This is an optimization exercise on Yosys and OpenROAD, whose aim is small area, not a production implementation.
At most, simulation tests tie the RTL to the original design; equivalence was not proved.
No activity file was given, so power comes from the tool's default toggle rates.

==> run a <==
// pulse_oximeter
module pulse_oximeter (
    input             CLK,
    input             rst_n,
    input             Find_Setting,
    input      [7:0]  V_ADC,
    output reg [6:0]  DC_Comp,
    output reg [3:0]  PGA_Gain,
    output reg        LED_IR,
    output reg        LED_RED,
    output reg [19:0] Out_IR,
    output reg [19:0] Out_RED
);
    wire       clk = CLK;
    wire [7:0] Vppg = V_ADC;
    reg        clk_filter;
    wire       en = !clk_filter;
    localparam S1 = 4'b0000, S9 = 4'b0001, S2 = 4'b0010, S3 = 4'b0011,
               S4 = 4'b0100, S8 = 4'b0101,
               S5 = 4'b1000, S11 = 4'b1001, S6 = 4'b1010, S7 = 4'b1011,
               S10 = 4'b1101;
    reg [3:0] State;
    reg [8:0] cnt;
    reg       l;
    reg [6:0] Oth_DC;
    reg [3:0] Oth_Gain;
    wire ir_on = State[3];
    wire [2:0] step = State[2:0];
    wire st_delay = (step == 3'b000);
    wire st_dc    = (step == 3'b001);
    wire st_gain  = (step == 3'b010);
    wire st_clip  = (step == 3'b011);
    wire st_sw    = (step == 3'b100);
    wire run      = (step == 3'b101);
    wire half     = ir_on;
  ...
==> flow/config.mk <==
export PLATFORM = sky130hd
export DESIGN_NAME = pulse_oximeter
export DESIGN_NICKNAME = pulse_oximeter
export VERILOG_FILES = /design/flow/design.v
export SDC_FILE = /design/flow/constraint.sdc
export NUM_CORES = 4
export LEC_CHECK = 0
export CAP_MARGIN = 20
export CORE_MARGIN = 2
export CORE_UTILIZATION = 65
export SLEW_MARGIN = 20
export SYNTH_HIERARCHICAL = 1
==> flow/constraint.sdc <==
create_clock -name core_clock -period 15.0 [get_ports {CLK}]
set_input_delay 3.0000 -clock core_clock [delete_from_list [all_inputs] [get_ports {CLK}]]
set_output_delay 3.0000 -clock core_clock [all_outputs]
set_load 0.01 [all_outputs]
standard.sh (not shown) runs the stock make flow with config.mk's settings and CLKGATE_MAP_FILE= SYNTH_SCRIPT=/design/flow/synth_recipe.tcl, a recipe that flattens the netlist after the stock synthesis.
==> flow/flow/run.sh <==
#!/bin/bash
# The standard layout (standard.sh), with the port buffers made from the
# smallest buffer cell.
set -e
export BUFFER_PORTS_ARGS="-buffer_cell sky130_fd_sc_hd__buf_1"
bash standard.sh > standard.log 2>&1
==> run b (differences from run a) <==
==> flow/flow/run.sh (replaced) <==
#!/bin/bash
# The standard layout (standard.sh), with two changes: the port buffers are
# made from the smallest buffer cell, and the clock tree may use clkbuf_8 as
# well as clkbuf_16, in smaller sink clusters, without dummy loads.
set -e
export BUFFER_PORTS_ARGS="-buffer_cell sky130_fd_sc_hd__buf_1"
export CTS_ARGS='-sink_clustering_enable -repair_clock_nets -root_buf sky130_fd_sc_hd__clkbuf_16 -buf_list {sky130_fd_sc_hd__clkbuf_8 sky130_fd_sc_hd__clkbuf_16} -sink_clustering_size 10 -sink_clustering_max_diameter 40 -dont_use_dummy_load'
bash standard.sh > standard.log 2>&1
==> run c (differences from run a) <==
--- a/flow/design.v
+++ b/flow/design.v
@@ -569,44 +569,43 @@
     output reg [19:0] Out_RED
 );
     wire       clk = CLK;
     wire [7:0] Vppg = V_ADC;
     reg        clk_filter;
     wire       en = !clk_filter;
-    localparam S1 = 4'b0000, S9 = 4'b0001, S2 = 4'b0010, S3 = 4'b0011,
+    localparam S0 = 4'b0110,
+               S1 = 4'b0000, S9 = 4'b0001, S2 = 4'b0010, S3 = 4'b0011,
                S4 = 4'b0100, S8 = 4'b0101,
                S5 = 4'b1000, S11 = 4'b1001, S6 = 4'b1010, S7 = 4'b1011,
                S10 = 4'b1101;
     reg [3:0] State;
     reg [8:0] cnt;
-    reg       l;
     reg [6:0] Oth_DC;
     reg [3:0] Oth_Gain;
     wire ir_on = State[3];
     wire [2:0] step = State[2:0];
-    wire st_delay = (step == 3'b000);
-    wire st_dc    = (step == 3'b001);
-    wire st_gain  = (step == 3'b010);
-    wire st_clip  = (step == 3'b011);
-    wire st_sw    = (step == 3'b100);
-    wire run      = (step == 3'b101);
-    wire half     = ir_on;
+    wire run  = (step == 3'b101);
+    wire half = ir_on;
     wire clip = ir_on ? ((Vppg < 8'd21) | (Vppg > 8'd250))
                       : ((Vppg < 8'd4)  | (Vppg > 8'd250));
     wire low  = Vppg < 8'd150;
-    wire [2:0] q  = cnt[2:0];
-    wire       c4 = (cnt[2:0] == 3'd4);
-    wire active   = l | ir_on | (step != 3'b000);
-    wire clip_end = st_clip & clip;             
+    wire [8:0] cnt_next = {cnt[7:0], ~(cnt[8] ^ cnt[4])};
+    wire c2   = cnt[1];                      
+    wire c4   = cnt[3];                      
+    wire c475 = (cnt == 9'b110100001);
+    wire q0   = ~cnt[0];                     
+    wire qodd = (cnt[0] & ~cnt[1]) | (cnt[2] & ~cnt[3]);    
+    wire q023 = ~cnt[0] | (cnt[1] & ~cnt[3]);               
+    wire clip_end = (step == 3'b011) & clip;    
     wire toggle   = run & c4;                   
     wire swap     = (clip_end & ir_on) | toggle;
     wire cap_red  = (clip_end & ir_on) | (toggle & ir_on);
     wire cap_ir   = toggle & ~ir_on;
     always @(*) begin
         LED_IR  = ir_on;
-        LED_RED = ~ir_on & ((step != 3'b000) | (cnt[1:0] != 2'd0));
+        LED_RED = ~ir_on & (step != 3'b110) & ((step != 3'b000) | cnt[0]);
     end
     always @(posedge clk) begin
         if (!rst_n) clk_filter <= 1'b0;
         else        clk_filter <= !clk_filter;
     end
     always @(posedge clk) begin
@@ -614,58 +613,57 @@
             Oth_DC   <= DC_Comp;
             Oth_Gain <= PGA_Gain;
         end
     end
     always @(posedge clk) begin
         if (!rst_n) begin
-            State    <= S1;
-            l        <= 1'b0;
+            State    <= S0;
             cnt      <= 9'd0;
             DC_Comp  <= 7'd0;
             PGA_Gain <= 4'd0;
         end else begin
-            if (Find_Setting) l <= 1'b1;
-            if (active) begin
-                if (swap) begin
-                    DC_Comp  <= Oth_DC;
-                    PGA_Gain <= Oth_Gain;
-                end
-                case (step)
-                3'b000: begin
-                    PGA_Gain <= 4'd0;
-                    if (cnt[1:0] == 2'd2) State <= {ir_on, 3'b001};
-                    else cnt <= cnt + 9'd1;
-                end
-                3'b001: begin
-                    DC_Comp <= DC_Comp + 7'd1;
-                    if (low) State <= {ir_on, 3'b010};
-                end
-                3'b010: begin
-                    PGA_Gain <= PGA_Gain + 4'd1;
-                    cnt      <= 9'd0;
-                    State    <= {ir_on, 3'b011};
-                end
-                3'b011: begin
-                    if (clip) begin
-                        cnt   <= 9'd0;
-                        State <= ir_on ? S8 : S4;
-                    end else if (cnt == 9'd475) State <= {ir_on, 3'b010};
-                    else cnt <= cnt + 9'd1;
-                end
-                3'b100: begin
-                    DC_Comp <= 7'd0;
-                    State   <= S5;
-                end
-                default: begin  
-                    if (c4) begin
-                        cnt   <= 9'd0;
-                        State <= {~ir_on, 3'b101};
-                    end else cnt <= cnt + 9'd1;
-                end
-                endcase
+            if (swap) begin
+                DC_Comp  <= Oth_DC;
+                PGA_Gain <= Oth_Gain;
             end
+            case (step)
+            3'b110: begin
+                if (Find_Setting) State <= S1;
+            end
+            3'b000: begin
+                PGA_Gain <= 4'd0;
+                if (c2) State <= {ir_on, 3'b001};
+                else cnt <= cnt_next;
+            end
+            3'b001: begin
+                DC_Comp <= DC_Comp + 7'd1;
+                if (low) State <= {ir_on, 3'b010};
+            end
+            3'b010: begin
+                PGA_Gain <= PGA_Gain + 4'd1;
+                cnt      <= 9'd0;
+                State    <= {ir_on, 3'b011};
+            end
+            3'b011: begin
+                if (clip) begin
+                    cnt   <= 9'd0;
+                    State <= ir_on ? S8 : S4;
+                end else if (c475) State <= {ir_on, 3'b010};
+                else cnt <= cnt_next;
+            end
+            3'b100: begin
+                DC_Comp <= 7'd0;
+                State   <= S5;
+            end
+            default: begin  
+                if (c4) begin
+                    cnt   <= 9'd0;
+                    State <= {~ir_on, 3'b101};
+                end else cnt <= cnt_next;
+            end
+            endcase
         end
     end
     reg [7:0] R0, R1, R2, R3, R4, R5;
     reg [7:0] I0, I1, I2, I3, I4, I5;
     wire shift_red = cap_red | !run;
     wire shift_ir  = cap_ir  | !run;
@@ -678,25 +676,25 @@
     always @(posedge clk) begin
         if (shift_ir) begin
             I0 <= cap_ir ? Vppg : 8'd0;
             I1 <= I0; I2 <= I1; I3 <= I2; I4 <= I3; I5 <= I4;
         end
     end
-    wire ch_red = run & ~(q[0] ^ half);
-    wire ch_ir  = run &  (q[0] ^ half);
-    wire rev    = q[0];
+    wire ch_red = run & ~(qodd ^ half);
+    wire ch_ir  = run &  (qodd ^ half);
+    wire rev    = qodd;
     wire red_rev = ch_red & rev, red_fwd = ch_red & ~rev;
     wire ir_rev = ch_ir & rev,  ir_fwd = ch_ir & ~rev;
     wire [7:0] v0 = ({8{red_fwd}} & R0) | ({8{red_rev}} & R4) | ({8{ir_fwd}} & I0) | ({8{ir_rev}} & I4);
     wire [7:0] v1 = ({8{red_fwd}} & R1) | ({8{red_rev}} & R3) | ({8{ir_fwd}} & I1) | ({8{ir_rev}} & I3);
     wire [7:0] v2 = ({8{ch_red}} & R2) | ({8{ch_ir}} & I2);
     wire [7:0] v3 = ({8{red_fwd}} & R3) | ({8{red_rev}} & R1) | ({8{ir_fwd}} & I3) | ({8{ir_rev}} & I1);
     wire [7:0] v4 = ({8{red_fwd}} & R4) | ({8{red_rev}} & R0) | ({8{ir_fwd}} & I4) | ({8{ir_rev}} & I0);
     wire [7:0] v5 = ({8{ch_red}} & R5) | ({8{ch_ir}} & I5);
-    wire sel1 = (q == 3'd0);                               
-    wire sel2 = (q == 3'd0) | (q == 3'd2) | (q == 3'd3);   
+    wire sel1 = q0;      
+    wire sel2 = q023;    
     wire [7:0] y0 = sel1 ? v1 : v0;
     wire [7:0] y1 = sel1 ? v2 : v1;
     wire [7:0] y2 = sel1 ? v3 : v2;
     wire [7:0] y3 = sel1 ? v4 : v3;
     wire [7:0] y4 = sel1 ? v5 : v4;
     wire [7:0] z0 = sel2 ? v1 : v0;
==> flow/flow/run.sh (replaced) <==
#!/bin/bash
# The standard layout (standard.sh), with two changes: the port buffers are
# made from the smallest buffer cell, and the clock tree may use clkbuf_8 as
# well as clkbuf_16, in smaller sink clusters, without dummy loads.
set -e
export BUFFER_PORTS_ARGS="-buffer_cell sky130_fd_sc_hd__buf_1"
export CTS_ARGS='-sink_clustering_enable -repair_clock_nets -root_buf sky130_fd_sc_hd__clkbuf_16 -buf_list {sky130_fd_sc_hd__clkbuf_8 sky130_fd_sc_hd__clkbuf_16} -sink_clustering_size 10 -sink_clustering_max_diameter 40 -dont_use_dummy_load'
bash standard.sh > standard.log 2>&1
==> results.txt <==
quantity	run a	run c	run b
Wire length of the first global-routing pass	53600 µm	53300 µm	53300 µm
Synthesized flop and latch total	190	189	190
Net switching fraction of the power	0.404	0.441	0.398
Setup WS post-layout	4200 ps	3530 ps	4220 ps
Final estimated routing congestion in global placement	0.997	0.994	0.997
Power per unit of standard cell area	222 nW/µm²	239 nW/µm²	219 nW/µm²
Post-route clock period utilization	0.720	0.765	0.719
Number of global-route vias before repair	9321	9568	9331
Worst hold margin	453 ps	430 ps	439 ps
Highest-delay cell along the critical path	sky130_fd_sc_hd__and2_1	sky130_fd_sc_hd__o21ai_0	sky130_fd_sc_hd__and2_1
Fill cell total of the finished layout	1620	1629	1643
Global routing usage summed across all routing layers	0.303	0.300	0.301
Final cell count without fillers	1470	1451	1455
Met3 routing resource usage after global routing	0.0622	0.0645	0.0594
Pin count of the biggest net entering global routing	81	101	81
Critical path fanouts, max	36	100	36
Status	complete, no violations	complete, no violations	complete, no violations
Metal2 WL	16700 µm	16500 µm	16700 µm
Initial cell density of the core	0.656	0.666	0.656
Clkbuf count	18	17	17
Total length of routed wires	33700 µm	33200 µm	33700 µm
Slew of the pin with the lowest slew margin	1040 ps	1130 ps	1050 ps
Detailed-routing wirelength on met1	13700 µm	13500 µm	13800 µm
Maximum achievable frequency	92.6 MHz	87.2 MHz	92.8 MHz
Plain + repair buffers	77	79	77
Only the layout flow was run in run c; the RTL was not checked for function there.

## static timing again, ports no longer ideal
Ports are ideal in the flow. The routed layouts listed here were re-timed in OpenROAD.
Step 1 assumes that a clkbuf_16 drives the clock port and a buf_2 every other input.
Step 2 moves the port delays by t, midway between the first and last clock arrival at a register: inputs arrive t later, outputs are due t later. That takes back most of the time a late clock gives input paths.
Three values: no drivers, after step 1, after step 2; two values: the first two.
| run | shift t [ns] | setup slack, ns | hold WS [ns] | slew at the worst register clock pin (ns) | pins driven straight from the clock port |
|---|---|---|---|---|---|
| run a | 0.481 | 4.204 / 4.204 / 4.204 | 0.453 / 0.453 / 0.453 | 0.09 / 0.09 | 1 |
| run b | 0.469 | 4.221 / 4.221 / 4.221 | 0.439 / 0.439 / 0.439 | 0.09 / 0.09 | 1 |
| run c | 0.483 | 3.532 / 3.532 / 3.532 | 0.430 / 0.430 / 0.430 | 0.09 / 0.09 | 1 |
After both steps every run listed still meets setup and hold.
